Context: an optimization exercise on an open-source flow, tuned for small area and a short achievable clock period. The choices shown serve that exercise and are no tape-out recipe. Only simulation tests tie the RTL to the original design; equivalence was not proved. No driver is modelled on the clock port, so clock power and skew are understated where the tree is cut down; a real chip needs a root buffer or a tree. No activity file was given, so power comes from the tool's default toggle rates.

==> flow/design.v (excerpt) <==
module stopwatch_01(clk,rst,key_reset,key_start_pasue,key_display_stop,hex0,hex1,hex2,hex3,hex4,hex5,hex6,hex7,led0,led1,led2,led3);
	input		clk,rst,key_reset,key_start_pasue,key_display_stop;
	output [6:0]	hex0,hex1,hex2,hex3,hex4,hex5,hex6,hex7;
	output	led0,led1,led2,led3;
	assign	led3 = 1'b0;
	reg	[1:0]	pre;
	wire	tick = pre[1];
	reg	[5:0]	hold_s, hold_d, hold_r;
	reg	start, freeze, cleared;
	reg	[3:0]	t0, t1, t2, t4, t6, t7;
	reg	[2:0]	t3, t5;
	reg	[3:0]	s0, s1, s2, s4, s6, s7;
	reg	[2:0]	s3, s5;
	wire	at50_s = hold_s[5] & hold_s[2] & hold_s[1] & hold_s[0];
	wire	at50_d = hold_d[5] & hold_d[2] & hold_d[1] & hold_d[0];
	wire	at50_r = hold_r[5] & hold_r[2] & hold_r[1] & hold_r[0];
	wire	push_s = tick & ~key_start_pasue;
	wire	push_d = tick & ~key_display_stop;
	wire	push_r = tick & ~key_reset;
	wire	fire_s = push_s & at50_s;
	wire	fire_d = push_d & at50_d;
	wire	fire_r = push_r & at50_r;
	wire	start_n, freeze_n;
  ...
For scale: about 590 cells after synthesis, about 83 flip-flops, about 65 I/O pins, roughly 3900 um2 of cells after synthesis.
==> flow/config.mk <==
export PLATFORM = sky130hd
export DESIGN_NAME = stopwatch_01
export DESIGN_NICKNAME = stopwatch_01
export VERILOG_FILES = /design/flow/design.v
export SDC_FILE = /design/flow/constraint.sdc
export NUM_CORES = 4
export LEC_CHECK = 0
export ABC_AREA = 1
export CAP_MARGIN = 20
export CORE_MARGIN = 2
export CORE_UTILIZATION = 50
export SETUP_SLACK_MARGIN = 3.0
export SLEW_MARGIN = 20
export SYNTH_HIERARCHICAL = 1
export BUFFER_PORTS_ARGS = -buffer_cell sky130_fd_sc_hd__buf_1
export PRE_CTS_TCL = /design/flow/flow/cts_pre.tcl
==> flow/constraint.sdc <==
create_clock -name core_clock -period 5.0 [get_ports {clk}]
set_input_delay 1.0000 -clock core_clock [delete_from_list [all_inputs] [get_ports {clk}]]
set_output_delay 1.0000 -clock core_clock [all_outputs]
set_load 0.01 [all_outputs]
standard.sh (not shown) runs the stock make flow with config.mk's settings and CLKGATE_MAP_FILE= SYNTH_SCRIPT=/design/flow/synth_recipe.tcl, a recipe that flattens the netlist after the stock synthesis.
==> flow/flow/run.sh <==
#!/bin/bash
# The standard ORFS layout with two changes:
#  - port buffers are buf_1 cells (BUFFER_PORTS_ARGS),
#  - the clock is buffered by flow/cts_pre.tcl (four clkbuf_16 from the clock
#    port) in place of TritonCTS.
# The make output of the whole flow goes to flow_make.log here; ORFS keeps each
# step's own log under orfs/logs.
set -euo pipefail
here=$(pwd)
cat >> config.mk <<MK
export BUFFER_PORTS_ARGS = -buffer_cell sky130_fd_sc_hd__buf_1
export PRE_CTS_TCL = $here/flow/cts_pre.tcl
MK
bash standard.sh > flow_make.log 2>&1
Other scripts of this flow, unchanged in this note and not shown: flow/flow/clkbuf.tcl, flow/flow/cts_pre.tcl
Rerun with:
SETUP_SLACK_MARGIN = 2.9   (was 3.0)
The new run produced a clean layout.
Worst setup slack got worse by 0.029 ns.
Final cell count is lower by 0.66%.
Synthesized area stays the same.
Sequential share of layout area is higher by 1.1 points.
Clock skew hardly moves.
Via count is lower by 0.39%.
Core utilization is lower by 2.6 points.
Rerun with:
SETUP_SLACK_MARGIN = 2.8   (was 2.9)
The changed run produced a clean layout.
Routed wire length decreases slightly.
Critical path depth grows by 4.
Final cell count is lower slightly.
Sequential cell count does not change.
Register-to-register slack loses 0.03 ns.
Clock power is about the same.
Worst setup slack degrades by 0.093 ns.
Global-route usage stays flat.
Total power hardly moves.
Die area is unchanged.
Area after synthesis stays the same.
Rerun with:
SETUP_SLACK_MARGIN = 2.7   (was 2.8)
The new run ran to the end with no violations.
Via count drops slightly.
Sequential share of layout area rose by 0.25 points.
Global-route usage barely changes.
Critical path depth is lower by 1.
Wire length drops by a few percent.
Area after synthesis stays the same.
In every run of this note, the design's own scripts or RTL, not TritonCTS, make the clock network.

## port drivers added, routing unchanged
The results above use ideal ports. As a check the final layouts listed here were re-extracted and re-timed, cells and wires unchanged. Step 1: set_driving_cell puts a clkbuf_16 on clk and a buf_2 on each other input, an assumption about the parent block. Step 2 times the ports against the registers' clock, not the clock port: input delays grow and output delays shrink by t, the midpoint of the rising clock arrivals with the driver on. a / b / c = no drivers / after step 1 / after step 2; a / b = the first two.
| run | t, ns | slack for setup (ns) | latest minus earliest clock arrival (ns) | worst slew at a driven data input, ns |
|---|---|---|---|---|
| the first run | 0.222 | 3.031 / 2.957 / 2.901 | 0.007 / 0.006 | 0.04 |
| the second run | 0.221 | 3.002 / 2.925 / 2.880 | 0.004 / 0.004 | 0.03 |
| the third run | 0.221 | 2.909 / 2.833 / 2.742 | 0.005 / 0.005 | 0.03 |
| the fourth run | 0.222 | 2.851 / 2.834 / 2.682 | 0.005 / 0.005 | 0.03 |
After both steps setup and hold are still met in every run listed. For the fourth run, which loses most, drivers alone change the setup slack by -0.017 ns; drivers and shift together by -0.169 ns.
